Context: an optimization exercise on an open-source flow, tuned for small area, a short achievable clock period and few clock cycles per item. The choices shown serve that exercise and are no tape-out recipe. RTL that was checked went through simulation tests only; none was proved equivalent to the original. Power is estimated from default activity; no workload was simulated.

==> module axi4_lite_slave, before the edit <==
module axi4_lite_slave #(
    parameter ADDRESS     = 32,
    parameter DATA_WIDTH  = 32,
    parameter REG_COUNT   = 32
) (
    input  wire                        ACLK,
    input  wire                        ARESETN,
    input  wire [ADDRESS-1:0]          S_ARADDR,
    input  wire                        S_ARVALID,
    output wire                        S_ARREADY,
    output reg  [DATA_WIDTH-1:0]       S_RDATA,
    output reg  [1:0]                  S_RRESP,
    output reg                         S_RVALID,
    input  wire                        S_RREADY,
    input  wire [ADDRESS-1:0]          S_AWADDR,
    input  wire                        S_AWVALID,
    output wire                        S_AWREADY,
    input  wire [DATA_WIDTH-1:0]       S_WDATA,
    input  wire [(DATA_WIDTH/8)-1:0]   S_WSTRB,
    input  wire                        S_WVALID,
    output wire                        S_WREADY,
    output reg  [1:0]                  S_BRESP,
    output reg                         S_BVALID,
    input  wire                        S_BREADY
);
    localparam [1:0] RESP_OKAY   = 2'b00;
    localparam [1:0] RESP_SLVERR = 2'b10;
    reg [31:0] regs [0:31];
    reg [31:0] written;
    reg        aw_v, aws_v;
    reg [3:0]  aw_lo;            
    reg [7:0]  aw_hi;            
    reg        aw_al;
    reg [4:0]  aws_idx;
    reg        aws_al;
    reg [31:0] aw_arm;           
    reg        b1_v, b1_err;
    reg        awready_r, wready_r;
    assign S_AWREADY = awready_r;
    assign S_WREADY  = wready_r;
    wire aw_hs = S_AWVALID && awready_r;
    wire w_hs  = S_WVALID && wready_r;
    wire b_pop = S_BVALID && S_BREADY;
    wire w_ok  = aw_al && (S_WSTRB != 4'b0000);
    wire aw_v_n  = aws_v || aw_hs || (aw_v && !w_hs);
    wire aws_v_n = !w_hs && (aws_v || (aw_hs && aw_v));
    wire b1_v_n  = S_BVALID && !b_pop && (b1_v || w_hs);
    always @(posedge ACLK or negedge ARESETN) begin
        if (!ARESETN) begin
            aw_v      <= 1'b0;
            aws_v     <= 1'b0;
            awready_r <= 1'b0;
            wready_r  <= 1'b0;
            b1_v      <= 1'b0;
            b1_err    <= 1'b0;
            S_BVALID  <= 1'b0;
            S_BRESP   <= RESP_OKAY;
        end else begin
            aw_v      <= aw_v_n;
            aws_v     <= aws_v_n;
            awready_r <= !aws_v_n;
            wready_r  <= aw_v_n && !b1_v_n;
            b1_v      <= b1_v_n;
            if (w_hs)
                b1_err <= !w_ok;
            if (!S_BVALID || b_pop) begin
                if (b1_v) begin
                    S_BVALID <= 1'b1;
                    S_BRESP  <= b1_err ? RESP_SLVERR : RESP_OKAY;
                end else begin
                    S_BVALID <= w_hs;
                    S_BRESP  <= w_ok ? RESP_OKAY : RESP_SLVERR;
                end
            end
        end
    end
    wire [4:0] aw_src_idx = aws_v ? aws_idx : S_AWADDR[6:2];
    wire       aw_src_al  = aws_v ? aws_al  : (S_AWADDR[1:0] == 2'b00);
    wire       aw_ld = w_hs || !aw_v;
    reg  [3:0] aw_lo_n;
    reg  [7:0] aw_hi_n;
    integer j;
    always @* begin
        for (j = 0; j < 4; j = j + 1)
            aw_lo_n[j] = aw_ld ? (aw_src_idx[1:0] == j) : aw_lo[j];
        for (j = 0; j < 8; j = j + 1)
            aw_hi_n[j] = aw_ld ? (aw_src_al && (aw_src_idx[4:2] == j)) : aw_hi[j];
    end
    always @(posedge ACLK) begin
        aw_lo <= aw_lo_n;
        aw_hi <= aw_hi_n;
        if (aw_ld)
            aw_al <= aw_src_al;
        for (j = 0; j < 32; j = j + 1)
            aw_arm[j] <= aw_v_n && !b1_v_n && aw_lo_n[j % 4] && aw_hi_n[j / 4];
        if (awready_r) begin
            aws_idx <= S_AWADDR[6:2];
            aws_al  <= (S_AWADDR[1:0] == 2'b00);
        end
    end
    integer r, b;
    always @(posedge ACLK or negedge ARESETN) begin
        if (!ARESETN) begin
            written <= 32'd0;
        end else begin
            for (r = 0; r < 32; r = r + 1)
                if (S_WVALID && aw_arm[r])
                    written[r] <= 1'b1;
        end
    end
    always @(posedge ACLK) begin
        for (r = 0; r < 32; r = r + 1)
            for (b = 0; b < 4; b = b + 1)
                if (S_WVALID && aw_arm[r] && (S_WSTRB[b] || !written[r]))
                    regs[r][b*8 +: 8] <= S_WSTRB[b] ? S_WDATA[b*8 +: 8] : 8'd0;
    end
    reg        ar_v, ars_v, arready_r;
    reg [31:0] ar_sel;
    reg [4:0]  ar_idx;
    reg        ar_al;
    reg [4:0]  ars_idx;
    reg        ars_al;
    assign S_ARREADY = arready_r;
    wire ar_hs    = S_ARVALID && arready_r;
    wire r_commit = ar_v && (!S_RVALID || S_RREADY);
    wire ars_v_n  = !r_commit && (ars_v || (ar_hs && ar_v));
    always @(posedge ACLK or negedge ARESETN) begin
        if (!ARESETN) begin
            ar_v      <= 1'b0;
            ars_v     <= 1'b0;
            arready_r <= 1'b0;
            S_RVALID  <= 1'b0;
        end else begin
            ar_v      <= ars_v || ar_hs || (ar_v && !r_commit);
            ars_v     <= ars_v_n;
            arready_r <= !ars_v_n;
            S_RVALID  <= r_commit || (S_RVALID && !S_RREADY);
        end
    end
    wire [4:0] src_idx = ars_v ? ars_idx : S_ARADDR[6:2];
    wire       src_al  = ars_v ? ars_al  : (S_ARADDR[1:0] == 2'b00);
    wire       ar_ld    = r_commit || !ar_v;
    wire [4:0] ar_idx_n = ar_ld ? src_idx : ar_idx;
    wire       ar_al_n  = ar_ld ? src_al  : ar_al;
    integer k;
    always @(posedge ACLK) begin
        ar_idx <= ar_idx_n;
        ar_al  <= ar_al_n;
        for (k = 0; k < 32; k = k + 1)
            ar_sel[k] <= ar_al_n && written[k] && (ar_idx_n == k);
        if (arready_r) begin
            ars_idx <= S_ARADDR[6:2];
            ars_al  <= (S_ARADDR[1:0] == 2'b00);
        end
    end
    reg [31:0] rd_or;
    integer q;
    always @* begin
        rd_or = 32'd0;
        for (q = 0; q < 32; q = q + 1)
            rd_or = rd_or | (regs[q] & {32{ar_sel[q]}});
    end
    always @(posedge ACLK) begin
        if (r_commit) begin
            S_RDATA <= rd_or;
            S_RRESP <= ar_al ? RESP_OKAY : RESP_SLVERR;
        end
    end
endmodule
clock: 5.0 ns
lec_check: 0
cap_margin: 20
core_margin: 2
core_utilization: 40
cts_cluster_diameter: 80
cts_cluster_size: 25
setup_slack_margin: 2.8
slew_margin: 20
run.sh (not shown) runs the stock make flow with config.mk's settings and CLKGATE_MAP_FILE= SYNTH_SCRIPT=/design/flow/synth_recipe.tcl, a recipe that flattens the netlist after the stock synthesis.
Rerun with:
--- a/flow/design.v
+++ b/flow/design.v
@@ -33,7 +33,6 @@
     reg        aw_al;
     reg [4:0]  aws_idx;
     reg        aws_al;
-    reg [31:0] aw_arm;           
     reg        b1_v, b1_err;
     reg        awready_r, wready_r;
     assign S_AWREADY = awready_r;
@@ -76,23 +75,15 @@
     end
     wire [4:0] aw_src_idx = aws_v ? aws_idx : S_AWADDR[6:2];
     wire       aw_src_al  = aws_v ? aws_al  : (S_AWADDR[1:0] == 2'b00);
-    wire       aw_ld = w_hs || !aw_v;
-    reg  [3:0] aw_lo_n;
-    reg  [7:0] aw_hi_n;
     integer j;
-    always @* begin
-        for (j = 0; j < 4; j = j + 1)
-            aw_lo_n[j] = aw_ld ? (aw_src_idx[1:0] == j) : aw_lo[j];
-        for (j = 0; j < 8; j = j + 1)
-            aw_hi_n[j] = aw_ld ? (aw_src_al && (aw_src_idx[4:2] == j)) : aw_hi[j];
-    end
     always @(posedge ACLK) begin
-        aw_lo <= aw_lo_n;
-        aw_hi <= aw_hi_n;
-        if (aw_ld)
+        if (w_hs || !aw_v) begin
+            for (j = 0; j < 4; j = j + 1)
+                aw_lo[j] <= (aw_src_idx[1:0] == j);
+            for (j = 0; j < 8; j = j + 1)
+                aw_hi[j] <= aw_src_al && (aw_src_idx[4:2] == j);
             aw_al <= aw_src_al;
-        for (j = 0; j < 32; j = j + 1)
-            aw_arm[j] <= aw_v_n && !b1_v_n && aw_lo_n[j % 4] && aw_hi_n[j / 4];
+        end
         if (awready_r) begin
             aws_idx <= S_AWADDR[6:2];
             aws_al  <= (S_AWADDR[1:0] == 2'b00);
@@ -102,21 +93,20 @@
     always @(posedge ACLK or negedge ARESETN) begin
         if (!ARESETN) begin
             written <= 32'd0;
-        end else begin
+        end else if (w_hs) begin
             for (r = 0; r < 32; r = r + 1)
-                if (S_WVALID && aw_arm[r])
+                if (aw_lo[r % 4] && aw_hi[r / 4])
                     written[r] <= 1'b1;
         end
     end
     always @(posedge ACLK) begin
         for (r = 0; r < 32; r = r + 1)
             for (b = 0; b < 4; b = b + 1)
-                if (S_WVALID && aw_arm[r] && (S_WSTRB[b] || !written[r]))
+                if (w_hs && aw_lo[r % 4] && aw_hi[r / 4] && (S_WSTRB[b] || !written[r]))
                     regs[r][b*8 +: 8] <= S_WSTRB[b] ? S_WDATA[b*8 +: 8] : 8'd0;
     end
     reg        ar_v, ars_v, arready_r;
     reg [31:0] ar_sel;
-    reg [4:0]  ar_idx;
     reg        ar_al;
     reg [4:0]  ars_idx;
     reg        ars_al;
@@ -139,15 +129,13 @@
     end
     wire [4:0] src_idx = ars_v ? ars_idx : S_ARADDR[6:2];
     wire       src_al  = ars_v ? ars_al  : (S_ARADDR[1:0] == 2'b00);
-    wire       ar_ld    = r_commit || !ar_v;
-    wire [4:0] ar_idx_n = ar_ld ? src_idx : ar_idx;
-    wire       ar_al_n  = ar_ld ? src_al  : ar_al;
     integer k;
     always @(posedge ACLK) begin
-        ar_idx <= ar_idx_n;
-        ar_al  <= ar_al_n;
-        for (k = 0; k < 32; k = k + 1)
-            ar_sel[k] <= ar_al_n && written[k] && (ar_idx_n == k);
+        if (r_commit || !ar_v) begin
+            for (k = 0; k < 32; k = k + 1)
+                ar_sel[k] <= src_al && written[k] && (src_idx == k);
+            ar_al <= src_al;
+        end
         if (arready_r) begin
             ars_idx <= S_ARADDR[6:2];
             ars_al  <= (S_ARADDR[1:0] == 2'b00);
Clock skew is higher by 6.3 ps.
Power grows by about a fifth.
Sequential share of layout area drops by 4.1 points.
Via count fell by a few percent.
Hold slack improved by 4.8 ps.
Routed wire length went down by a few percent.
Maximum frequency went up by a few percent.
Sequential power rises by a few percent.
Area after synthesis falls by a few percent.
Testbench counts after the change, summed over its fixed seeds: cycles 2,416, items 4,800.
Function not checked in the first run of this note: the RTL went through the layout flow alone.

==> afterwards: timing with drivers on the ports <==
The flow's constraints put no driver on any port. The routed layouts listed below were extracted and timed again, unchanged, in two steps.
Step 1, drivers: a clkbuf_16 drives ACLK and a buf_2 each remaining input, both assumed.
Step 2, shift: input delay + t, output delay - t, t = (earliest + latest rising clock arrival at the registers) / 2. This alone moves slack from input paths to output paths.
a / b / c = no drivers / after step 1 / after step 2; a / b = the first two.
run	t, ns	setup slack, ns	worst slew at a driven data input, ns
the first run	0.730	2.690 / 2.625 / 2.089	0.06
the second run	0.746	2.765 / 2.692 / 2.059	0.05
After both steps setup and hold are still met in every run listed. For the second run, which loses most, drivers alone change the setup slack by -0.073 ns; drivers and shift together by -0.706 ns.
